Background: an optimization exercise with open tools, aiming at small area. Do not read the settings as production practice. The RTL was checked by simulation tests, not by an equivalence proof against the original design. The clock port is modelled as an ideal driver, which makes a skipped or thinned clock tree look cheaper than it is; a real chip needs a root buffer or a tree. No activity file was given, so power comes from the tool's default toggle rates.

==> run a: inputs <==
==> flow/design.v (excerpt) <==
module top(clk,
				rst,
				ir_zatvaranje,
				ir_pumpa,
				motor_zatvaranje1,
				motor_zatvaranje2,
				motor_traka1,
				motor_traka2,
				pumpa_switch,
				dioda_punjenje
				);
==> flow/config.mk <==
export PLATFORM = sky130hd
export DESIGN_NAME = top
export DESIGN_NICKNAME = top
export VERILOG_FILES = /design/flow/design.v
export SDC_FILE = /design/flow/constraint.sdc
export NUM_CORES = 4
export LEC_CHECK = 0
export CAP_MARGIN = 20
export CORE_MARGIN = 2
export CORE_UTILIZATION = 65
export SLEW_MARGIN = 20
==> flow/constraint.sdc <==
create_clock -name core_clock -period 10.0 [get_ports {clk}]
set_input_delay 2.0000 -clock core_clock [delete_from_list [all_inputs] [get_ports {clk}]]
set_output_delay 2.0000 -clock core_clock [all_outputs]
set_load 0.01 [all_outputs]
standard.sh (not shown) runs the stock make flow with config.mk's settings and CLKGATE_MAP_FILE= SYNTH_SCRIPT=/design/flow/synth_recipe.tcl, a recipe that flattens the netlist after the stock synthesis.
==> flow/flow/run.sh <==
#!/bin/bash
# Standard layout, except: single-strength port buffers and a hand-built
# one-level clock tree (flow/cts_manual.tcl) in place of TritonCTS.
set -e
here=$(pwd)
args=(BUFFER_PORTS_ARGS="-buffer_cell sky130_fd_sc_hd__buf_1")
bash standard.sh "${args[@]}" place > place.log 2>&1
MY_CLKBUF=sky130_fd_sc_hd__buf_8 MY_CLKBUF_N=4 \
  bash standard.sh "${args[@]}" run RUN_SCRIPT=$here/flow/cts_manual.tcl RUN_LOG_NAME_STEM=4_1_cts > cts.log 2>&1
bash standard.sh "${args[@]}" finish > finish.log 2>&1
==> flow/flow/cts_manual.tcl <==
# Clock tree step in place of ORFS's cts.tcl: the design is small, so the
# clock port drives a few clock buffers directly and each buffer drives a
# group of registers (split by x position).  The rest follows cts.tcl.
utl::set_metrics_stage "cts__{}"
source $::env(SCRIPTS_DIR)/load.tcl
erase_non_stage_variables cts
load_design 3_place.odb 3_place.sdc

set buf_cell $::env(MY_CLKBUF)
set nbuf $::env(MY_CLKBUF_N)

set db [ord::get_db]
set block [ord::get_db_block]
set clk_net [$block findNet clk]
set master [$db findMaster $buf_cell]

set sinks {}
foreach it [$clk_net getITerms] {
  set inst [$it getInst]
  set bb [$inst getBBox]
  set x [expr {([$bb xMin] + [$bb xMax]) / 2}]
  set y [expr {([$bb yMin] + [$bb yMax]) / 2}]
  lappend sinks [list $x $y $it]
}
# split the sinks into nbuf groups: halves by x, then each half by y
proc split_sinks {sinks parts axis} {
  if {$parts <= 1} { return [list $sinks] }
  set sinks [lsort -integer -index $axis $sinks]
  set n [llength $sinks]
  set h [expr {$n / 2}]
  set p [expr {$parts / 2}]
  set next [expr {1 - $axis}]
  return [concat [split_sinks [lrange $sinks 0 [expr {$h - 1}]] $p $next] \
                 [split_sinks [lrange $sinks $h end] [expr {$parts - $p}] $next]]
}
set groups [split_sinks $sinks $nbuf 0]
puts "manual cts: [llength $sinks] sinks, $nbuf x $buf_cell"

set b 0
foreach group $groups {
  set net [odb::dbNet_create $block clknet_${b}_clk]
  $net setSigType CLOCK
  set inst [odb::dbInst_create $block $master clkbuf_${b}_clk]
  set sx 0
  set sy 0
  foreach s $group {
    set it [lindex $s 2]
    $it disconnect
    $it connect $net
    set sx [expr {$sx + [lindex $s 0]}]
    set sy [expr {$sy + [lindex $s 1]}]
  }
  set cnt [llength $group]
  [$inst findITerm A] connect $clk_net
  [$inst findITerm X] connect $net
  $inst setLocation [expr {$sx / $cnt}] [expr {$sy / $cnt}]
  $inst setPlacementStatus PLACED
  puts "manual cts: buffer $b drives $cnt sinks"
  incr b
}

set_propagated_clock [all_clocks]
estimate_parasitics -placement

set_placement_padding -global \
  -left $::env(CELL_PAD_IN_SITES_DETAIL_PLACEMENT) \
  -right $::env(CELL_PAD_IN_SITES_DETAIL_PLACEMENT)
detailed_placement
estimate_parasitics -placement
repair_timing_helper
detailed_placement
check_placement -verbose

report_metrics 4 "cts final"
orfs_write_db $::env(RESULTS_DIR)/4_1_cts.odb
orfs_write_sdc $::env(RESULTS_DIR)/4_cts.sdc
==> run b: changes against run a <==
==> flow/flow/run.sh (replaced) <==
#!/bin/bash
# Standard layout with single-drive-strength port buffers and a small clock tree.
set -e
bash standard.sh BUFFER_PORTS_ARGS="-buffer_cell sky130_fd_sc_hd__buf_1" \
  CTS_ARGS="-sink_clustering_enable -repair_clock_nets -dont_use_dummy_load -buf_list sky130_fd_sc_hd__clkbuf_8 -root_buf sky130_fd_sc_hd__clkbuf_8 -sink_clustering_size 70" \
  finish > standard.log 2>&1
CORE_UTILIZATION = 40   (was 65)
removed: flow/flow/cts_manual.tcl
==> summary.txt <==
Clock power: run a is lower than run b (about 34%). Total power: run a is lower than run b (about 10%). In sequential power, run a and run b hardly differ. Against run a, the cell count of run b is higher by about 10%. Register-to-register slack is about the same in run a and run b. In run b the cell area is higher than in run a, by about 3%. In run a the via count is lower than in run b, by about 1.8%.
The clock cells of run a come from the design's own scripts or RTL, not from TritonCTS.

==> static timing again, ports no longer ideal <==
In the flow no input, the clock included, has a driving cell. The finished layouts below were timed again as built, in two steps.
Step 1 (the two cells are an assumption about what drives the block):
set clk [get_ports {clk}]
set_driving_cell -lib_cell sky130_fd_sc_hd__clkbuf_16 $clk
set_driving_cell -lib_cell sky130_fd_sc_hd__buf_2 [delete_from_list [all_inputs] $clk]
Step 2 moves the port delays by t, midway between the first and last clock arrival at a register: inputs arrive t later, outputs are due t later. That takes back most of the time a late clock gives input paths.
a / b / c = no drivers / after step 1 / after step 2; a / b = the first two.
run	shift t [ns]	setup WS [ns]	worst hold slack (ns)
run a	0.191	3.287 / 3.334 / 3.143	0.531 / 0.531 / 0.531
run b	0.360	3.527 / 3.528 / 3.168	0.500 / 0.500 / 0.500
After both steps every run listed still meets setup and hold. For run b, which loses most, drivers alone change the setup slack by +0.001 ns; drivers and shift together by -0.359 ns.
